Context: an optimization exercise on an open-source flow, tuned for small area. The choices shown serve that exercise and are no tape-out recipe.
The RTL was checked by simulation tests, not by an equivalence proof against the original design.
Power figures rest on the tool's default switching activity, not on a simulated workload.

==> flow/design.v (excerpt) <==
module atari_core (
  input         clk,
  input         rst,           
  input  [6:0]  btn,
  input  [3:0]  sw,
  input  [7:0]  pot,
  input         pal,
  input  [2:0]  rom_size,
  input         e0_detect,
  input         fe_detect,
  output [14:0] rom_addr,
  input  [7:0]  rom_data,
  output [15:0] cpu_addr,
  output [7:0]  cpu_dout,
  output        cpu_rw,
  output [6:0]  vid_out,
  output [15:0] vid_addr,
  output        vid_wr,
  output [3:0]  audio_l,
  output [3:0]  audio_r
);
clock: 12.0 ns
lec_check: 0
cap_margin: 20
core_margin: 2
core_utilization: 50
slew_margin: 20
standard.sh (not shown) runs the stock make flow with config.mk's settings and CLKGATE_MAP_FILE= SYNTH_SCRIPT=/design/flow/synth_recipe.tcl, a recipe that flattens the netlist after the stock synthesis.
==> flow/flow/run.sh <==
#!/bin/bash
# Layout flow: the standard flow (standard.sh) with two changes.
# 1. Synthesis maps the combinational logic with an area-oriented ABC script
#    (flow/abc_speed.script, delay relaxed, no buffering or upsizing) in place
#    of ORFS's delay-oriented one; the clock period leaves ample slack. The
#    rest of synthesis, and so every register it infers, is the standard one.
# 2. Clock tree synthesis clusters up to 25 sinks within 100 um per
#    clkbuf_16 leaf buffer and inserts no dummy loads.
# Each tool's output goes to ORFS's logs under orfs/logs; make's to
# standard_flow.log here.
set -euo pipefail
here=$(pwd)
rm -rf "$here/orfs_scripts"
cp -r "$FLOW_HOME/scripts" "$here/orfs_scripts"
cp "$here/flow/abc_speed.script" "$here/orfs_scripts/abc_speed.script"
export SCRIPTS_DIR="$here/orfs_scripts"
export CTS_ARGS="-sink_clustering_enable -repair_clock_nets -dont_use_dummy_load -sink_clustering_size 25 -sink_clustering_max_diameter 100 -buf_list sky130_fd_sc_hd__clkbuf_16"
bash standard.sh > "$here/standard_flow.log" 2>&1
==> flow/flow/abc_speed.script <==
&get -n
&st
&synch2
&dch -f
&nf -R 1000 -p -E 100 -F 8 -A 4
&put
topo
dnsize -c
The baseline finished clean.
Change:
==> flow/run.sh (new file) <==
#!/bin/bash
# synth_recipe.tcl (not shown) runs the flow's synth.tcl, then flattens the netlist and writes it again
# the make line also repeats each setting of config.mk as NAME=value (left out here)
make -C /OpenROAD-flow-scripts/flow DESIGN_CONFIG=/design/flow/config.mk WORK_HOME=/design/flow/orfs CLKGATE_MAP_FILE= SYNTH_SCRIPT=/design/flow/synth_recipe.tcl finish
Settings changed: CTS_BUF_LIST set to sky130_fd_sc_hd__clkbuf_16, CTS_CLUSTER_DIAMETER set to 100, CTS_CLUSTER_SIZE set to 25.
removed: flow/flow/run.sh
removed: flow/flow/abc_speed.script
removed: flow/standard.sh
Result: The new run passed the timing, DRC and antenna checks. Core utilization shrinks by 0.17 points. Worst setup slack gains 0.23 ns. Clock-buffer cell count came out higher by 4. Total power increases by 2.9%.

* * *

Setup of old:
atari_core, a different RTL version from the one above (not shown whole).
For scale: about 8,300 cells after synthesis, ~2,200 flip-flops, ~110 I/O pins.
export LEC_CHECK = 0
export CAP_MARGIN = 20
export CORE_MARGIN = 2
export CORE_UTILIZATION = 40
export SLEW_MARGIN = 20
create_clock -name core_clock -period 12.0 [get_ports {clk}]
run.sh (not shown) runs the stock make flow with config.mk's settings and CLKGATE_MAP_FILE= SYNTH_SCRIPT=/design/flow/synth_recipe.tcl, a recipe that flattens the netlist after the stock synthesis.
Stock flow here: none of the scripts above is used.
old: done, clean on timing, DRC and antenna
diff inputs: old => new
Settings: CTS_CLUSTER_SIZE now 30, previously not set; SLEW_MARGIN now 0, was 20; CAP_MARGIN now 0, was 20; CTS_BUF_LIST now sky130_fd_sc_hd__clkbuf_4 sky130_fd_sc_hd__clkbuf_8, previously not set.
## What came out
- Going from old to new, area fraction of clock buffers and clock inverters saw little to no change, via count saw an increase, fraction of power consumed by combinational cells saw little to no change, met3 layer wire length in the routed design saw an increase, final hold violation count saw little to no change.
- old leaves more setup margin than new.
- In new, internal power consumption is lower than in old.
- | proportion of cell area occupied by registers | new vs old | ≈ equal |
- When new is measured against old, its synthesis-to-layout area growth turns out 0.22 points lower.

* * *

before:
atari_core, a different RTL version from the one above (not shown whole).
For scale: about 2200 flip-flops, about 110 I/O pins, ~85000 µm² of cells after synthesis.
clock: 12.0 ns
lec_check: 0
cap_margin: 20
core_margin: 2
core_utilization: 50
place_density: 0.75
slew_margin: 20
standard.sh (not shown) runs the stock make flow with config.mk's settings and CLKGATE_MAP_FILE= SYNTH_SCRIPT=/design/flow/synth_recipe.tcl, a recipe that flattens the netlist after the stock synthesis.
==> flow/flow/run.sh <==
#!/bin/bash
# Layout flow: the standard flow (standard.sh) with two changes.
# 1. Synthesis maps the combinational logic with an area-oriented ABC script
#    (flow/abc_speed.script, delay relaxed, no buffering or upsizing) in place
#    of ORFS's delay-oriented one; the clock period leaves ample slack. The
#    rest of synthesis, and so every register it infers, is the standard one.
# 2. Clock tree synthesis clusters up to 28 sinks within 100 um per
#    clkbuf_16 leaf buffer and inserts no dummy loads.
# Each tool's output goes to ORFS's logs under orfs/logs; make's to
# standard_flow.log here.
set -euo pipefail
here=$(pwd)
rm -rf "$here/orfs_scripts"
cp -r "$FLOW_HOME/scripts" "$here/orfs_scripts"
cp "$here/flow/abc_speed.script" "$here/orfs_scripts/abc_speed.script"
export SCRIPTS_DIR="$here/orfs_scripts"
export CTS_ARGS="-sink_clustering_enable -repair_clock_nets -dont_use_dummy_load -sink_clustering_size 28 -sink_clustering_max_diameter 100 -buf_list sky130_fd_sc_hd__clkbuf_16"
bash standard.sh > "$here/standard_flow.log" 2>&1
==> flow/flow/abc_speed.script <==
&get -n
&st
&syn3
&synch2
&dch -f
&nf -R 1000 -p -E 100 -F 8 -A 4 -C 32
&put
topo
dnsize -c
For after, these inputs were changed with respect to before:
-- flow/flow/run.sh --
<<< before, line 7
# 2. Clock tree synthesis clusters up to 28 sinks within 100 um per
>>> after, line 7
# 2. Clock tree synthesis clusters up to 25 sinks within 100 um per
<<< before, line 17
export CTS_ARGS="-sink_clustering_enable -repair_clock_nets -dont_use_dummy_load -sink_clustering_size 28 -sink_clustering_max_diameter 100 -buf_list sky130_fd_sc_hd__clkbuf_16"
>>> after, line 17
export CTS_ARGS="-sink_clustering_enable -repair_clock_nets -dont_use_dummy_load -sink_clustering_size 25 -sink_clustering_max_diameter 100 -buf_list sky130_fd_sc_hd__clkbuf_16"
==> run notes <==
All of after and before finish clean. Via count delta (after -> before): insignificant. Final critical path time including I/O delays and setup in after is 0.050 ns below before. Looking at after and before, the design area is a wash. When after is set beside before, its maximum frequency turns out to be 0.53% larger. As far as count of cell instances traversed by the critical path goes, after and before are indistinguishable; the numbers are identical. In after the ratio of total power to cell area turned out 0.85% higher than in before.

[static timing again, ports no longer ideal]
No port has a modelled driver above. Below, the same layouts with a new extraction and two added sets of constraints.
Step 1 sets driving cells, clkbuf_16 on the clock port and buf_2 on the other inputs (assumed; they add their load-dependent delay and slew).
Step 2 moves the port delays by t, midway between the first and last clock arrival at a register: inputs arrive t later, outputs are due t later. That takes back most of the time a late clock gives input paths.
a / b / c = ideal ports / drivers / drivers and shift; a / b = the first two.
run | t (ns) | setup slack, ns | hold slack, ns | worst data-port slew with drivers (ns)
the first run of note 1 | 0.816 | 2.779 / 2.779 / 2.779 | 0.352 / 0.352 / 0.352 | 0.18
the second run of note 1 | 0.892 | 3.008 / 2.984 / 2.984 | 0.384 / 0.384 / 0.384 | 0.06
old | 0.960 | 3.077 / 3.056 / 3.056 | 0.370 / 0.370 / 0.370 | 0.06
new | 1.132 | 3.019 / 2.998 / 2.998 | 0.380 / 0.380 / 0.380 | 0.06
before | 0.837 | 2.479 / 2.479 / 2.479 | 0.382 / 0.382 / 0.382 | 0.06
after | 0.824 | 2.529 / 2.529 / 2.529 | 0.384 / 0.384 / 0.384 | 0.06
After both steps every run listed still meets setup and hold. For the second run of note 1, which loses most, drivers alone change the setup slack by -0.024 ns; drivers and shift together by -0.024 ns.
